What follows belongs to an exercise in optimizing a design on an open flow for small area, a short achievable clock period and few clock cycles; a production flow would make more cautious choices.
RTL that was checked went through simulation tests only; none was proved equivalent to the original.
The flow treats the clock pin as an ideal source, which a real chip does not have.
Power is estimated from default activity; no workload was simulated.

## LZ77_Encoder
module LZ77_Encoder(clk,reset,chardata,valid,encode,finish,offset,match_len,char_nxt);
Size in the first run: roughly 620 cells after synthesis, ~180 flip-flops, roughly 31 I/O pins, roughly 0.0067 mm^2 of cells after synthesis.
export LEC_CHECK = 0
export CAP_MARGIN = 20
export CORE_MARGIN = 2
export CORE_UTILIZATION = 30
export SLEW_MARGIN = 20
create_clock -name core_clock -period 10.0 [get_ports {clk}]
standard.sh (not shown) runs the stock make flow with config.mk's settings and CLKGATE_MAP_FILE= SYNTH_SCRIPT=/design/flow/synth_recipe.tcl, a recipe that flattens the netlist after the stock synthesis.
==> flow/flow/run.sh <==
#!/bin/bash
# Standard ORFS layout, with port buffers of a real drive strength.
set -euo pipefail
export BUFFER_PORTS_ARGS="-buffer_cell sky130_fd_sc_hd__buf_4"
export SETUP_SLACK_MARGIN=7.0
bash standard.sh finish > orfs_make.log 2>&1
Change:
--- a/flow/flow/run.sh
+++ b/flow/flow/run.sh
@@ -4,3 +4,2 @@
 export BUFFER_PORTS_ARGS="-buffer_cell sky130_fd_sc_hd__buf_4"
-export SETUP_SLACK_MARGIN=7.0
 bash standard.sh finish > orfs_make.log 2>&1
Result:
- The changed run ran to the end with no violations
- die area is unchanged
- utilization is lower by 0.37 points
- routed wire length went down by 1.2%
- clock skew is about the same
- fmax fell by 9.5%
- clock power stays flat
- global-route usage drops by 0.10 points
No functional check of the RTL was part of any run of this note.


Another version of the RTL of LZ77_Encoder (not shown whole).
Size in the first run: about 710 cells after synthesis, ~180 flip-flops, ~31 I/O pins.
// LZ77_Encoder
module LZ77_Encoder(clk,reset,chardata,valid,encode,finish,offset,match_len,char_nxt);
input 				clk;
input 				reset;
input 		[7:0] 	chardata;
output  	reg  valid;
output  			encode;
output  	reg	finish;
output  	reg [4:0] 	offset;
output  		[4:0] 	match_len;
output  		[7:0] 	char_nxt;
reg		[4*31-1:0]	hist;
reg		[29:0]		alive;
reg		[4:0]		len;
reg					fresh;	 
reg					full;	 
reg		[9:0]		cnt;	 
assign	encode = 1'b1;
assign	match_len = len;
assign	char_nxt = {2'b00, finish, 1'b0, hist[7:4]};
wire		run = ~cnt[9];
wire		eob = cnt[9] & ~|cnt[8:0];
reg		[29:0]		hv;
reg		[29:0]		m;
integer i;
always @(*)
begin
	for (i = 0; i < 30; i = i + 1)
	begin
		hv[i] = (|cnt[8:5]) | (cnt[4:0] > i);
		m[i] = (hist[4*(i+1) +: 4] == hist[3:0]);
	end
end
wire			go = run & ~full;
wire	[29:0]	a = (fresh ? hv : alive) & m & {30{go}};
wire			emit = ~|a;
wire	[4:0]	cur = fresh ? 5'd0 : len;
reg		[4:0]	best;
always @(*)
begin
	best = 5'd0;
	for (i = 0; i < 30; i = i + 1)
		if (alive[i]) best = i;
end
always @(posedge clk or posedge reset)
begin
	if (reset)
	begin
		cnt <= 10'h3ff;
		valid <= 1'b0;
		finish <= 1'b0;
	end
	else
	begin
		cnt <= cnt + 10'd1;
  ...
export LEC_CHECK = 0
export ABC_AREA = 1
export CAP_MARGIN = 20
export CORE_MARGIN = 2
export CORE_UTILIZATION = 50
export SLEW_MARGIN = 20
create_clock -name core_clock -period 10.0 [get_ports {clk}]
==> flow/flow/run.sh <==
#!/bin/bash
# Standard ORFS layout, with buf_4 port buffers and repair_timing aiming at
# a setup slack of 6.9 ns (the design's natural period is far below the 10 ns clock).
set -euo pipefail
export BUFFER_PORTS_ARGS="-buffer_cell sky130_fd_sc_hd__buf_4"
export SETUP_SLACK_MARGIN=6.9
export CTS_ARGS="-sink_clustering_enable -repair_clock_nets -dont_use_dummy_load -buf_list sky130_fd_sc_hd__clkbuf_8 -sink_clustering_size 30"
export POST_FLOORPLAN_TCL=$PWD/flow/downsize.tcl
export POST_CTS_TCL=$PWD/flow/clkinv.tcl CLKINV_ROOT=sky130_fd_sc_hd__clkinv_16 CLKINV_LEAF=sky130_fd_sc_hd__clkinv_4 CLKINV_MARGIN=7.2
bash standard.sh finish > orfs_make.log 2>&1
==> flow/flow/clkinv.tcl <==
# Rebuild the two-level clock tree that CTS made (one root buffer feeding
# leaf buffers that feed the flip-flops) from inverters: root clkinv_16,
# leaves clkinv_4. Two inversions keep the clock's polarity, every flip-flop
# still sees the same two stages, and inverters have far less delay than
# clkbuf cells. Then re-run the standard timing repair and legalisation.
set db [ord::get_db]
set block [ord::get_db_block]
set clk_net [[$block findBTerm clk] getNet]
proc swap_to_inv { inst mname } {
  set db [ord::get_db]
  set block [ord::get_db_block]
  set a [[$inst findITerm A] getNet]
  set x [[$inst findITerm X] getNet]
  set name [$inst getName]
  set loc [$inst getLocation]
  set orient [$inst getOrient]
  odb::dbInst_destroy $inst
  set new [odb::dbInst_create $block [$db findMaster $mname] $name]
  $new setOrient $orient
  $new setLocation [lindex $loc 0] [lindex $loc 1]
  $new setPlacementStatus PLACED
  [$new findITerm A] connect $a
  [$new findITerm Y] connect $x
  $new setSourceType TIMING
}
# root: the clkbuf driven by the clock port
set roots {}
foreach it [$clk_net getITerms] {
  if { [string match sky130_fd_sc_hd__clkbuf_* [[[$it getInst] getMaster] getName]] } { lappend roots [$it getInst] }
}
if { [llength $roots] != 1 } { error "clkinv: expected one root buffer, found [llength $roots]" }
set root [lindex $roots 0]
set root_out [[$root findITerm X] getNet]
set leaves {}
set bad 0
foreach it [$root_out getITerms] {
  if { [$it isOutputSignal] } { continue }
  set inst [$it getInst]
  if { ![string match sky130_fd_sc_hd__clkbuf_* [[$inst getMaster] getName]] } { incr bad; continue }
  # every load of a leaf must be a flip-flop clock pin
  foreach lt [[[$inst findITerm X] getNet] getITerms] {
    if { [$lt isOutputSignal] } { continue }
    if { ![regexp {__(df|ed|sd)} [[[$lt getInst] getMaster] getName]] } { incr bad }
  }
  lappend leaves $inst
}
if { $bad } { error "clkinv: clock tree is not root -> leaf buffers -> flip-flops ($bad)" }
puts "clkinv: root [$root getName], [llength $leaves] leaves"
swap_to_inv $root $::env(CLKINV_ROOT)
foreach l $leaves { swap_to_inv $l $::env(CLKINV_LEAF) }
estimate_parasitics -placement
report_clock_latency
set ::env(SETUP_SLACK_MARGIN) $::env(CLKINV_MARGIN)
repair_timing_helper
detailed_placement
check_placement -verbose
estimate_parasitics -placement
report_clock_latency
report_worst_slack -max
Other scripts of this flow, unchanged in this note and not shown: flow/flow/downsize.tcl
Testbench counts at the start, summed over its fixed seeds: cycles 16,448.
Then changed:
--- a/flow/config.mk
+++ b/flow/config.mk
@@ -8 +7,0 @@
-export ABC_AREA = 1
Result:
- setup slack degrades by 0.32 ns
- combinational power stays flat
- power is about the same
- global-route usage shrinks by 3.1 points
- maximum frequency shrinks by 10%
- sequential power grows by about 0.6%
- utilization grows by 1.4 points
- die area shrinks by 1.3%
- clock power shrinks by about 2%
Then changed:
--- a/flow/flow/run.sh
+++ b/flow/flow/run.sh
@@ -9 +9 @@
-export POST_CTS_TCL=$PWD/flow/clkinv.tcl CLKINV_ROOT=sky130_fd_sc_hd__clkinv_16 CLKINV_LEAF=sky130_fd_sc_hd__clkinv_4 CLKINV_MARGIN=7.2
+export POST_CTS_TCL=$PWD/flow/clkinv.tcl CLKINV_ROOT=sky130_fd_sc_hd__clkinv_16 CLKINV_LEAF=sky130_fd_sc_hd__clkinv_8 CLKINV_MARGIN=7.2
--- a/flow/config.mk
+++ b/flow/config.mk
@@ -7,0 +8 @@
+export ABC_AREA = 1
Effect: Wire length increases by about a fifth; via count increases by about a fifth; global-route usage increases by 3.4 points; first-iteration DRC count increases by a quarter to a third; design area increases slightly; clock skew is about the same; fmax increases by a little under a tenth; utilization stays flat; critical path depth decreases by 10; power increases by a few percent; area after synthesis increases slightly.
Then changed:
--- a/flow/flow/run.sh
+++ b/flow/flow/run.sh
@@ -9 +9 @@
-export POST_CTS_TCL=$PWD/flow/clkinv.tcl CLKINV_ROOT=sky130_fd_sc_hd__clkinv_16 CLKINV_LEAF=sky130_fd_sc_hd__clkinv_8 CLKINV_MARGIN=7.2
+export POST_CTS_TCL=$PWD/flow/clkinv.tcl CLKINV_ROOT=sky130_fd_sc_hd__clkinv_16 CLKINV_LEAF=sky130_fd_sc_hd__clkinv_4 CLKINV_MARGIN=7.1
The changed run passed the timing, DRC and antenna checks.
Register-to-register slack is about the same.
Cell area shrinks by 2.8%.
Power decreases by 5.9%.
Via count shrinks by 1.0%.
Critical path depth is unchanged.
Synthesized cell count is unchanged.

[afterwards: timing with drivers on the ports]
The flow's constraints put no driver on any port. The routed layouts listed below were extracted and timed again, unchanged, in two steps.
Step 1 sets driving cells, clkbuf_16 on the clock port and buf_2 on the other inputs (assumed; they add their load-dependent delay and slew).
Step 2, shift: input delay + t, output delay - t, t = (earliest + latest rising clock arrival at the registers) / 2. This alone moves slack from input paths to output paths.
Slacks: ideal ports / drivers / drivers and shift; pairs: ideal ports / drivers.
run | t, ns | setup WS [ns] | worst setup path at the end | worst register clock-pin slew, ns
the first run of note 1 | 0.465 | 7.025 / 6.984 / 7.140 | register to register | 0.07 / 0.07
the second run of note 1 | 0.464 | 6.712 / 6.712 / 6.712 | register to register | 0.07 / 0.07
the first run of note 2 | 0.320 | 7.193 / 7.118 / 7.235 | register to register | 0.10 / 0.10
the second run of note 2 | 0.310 | 6.876 / 6.876 / 6.876 | register to register | 0.09 / 0.09
the third run of note 2 | 0.391 | 7.126 / 7.051 / 7.236 | register to register | 0.09 / 0.09
the fourth run of note 2 | 0.318 | 7.168 / 7.093 / 7.250 | register to register | 0.10 / 0.10
After both steps setup and hold are still met in every run listed.
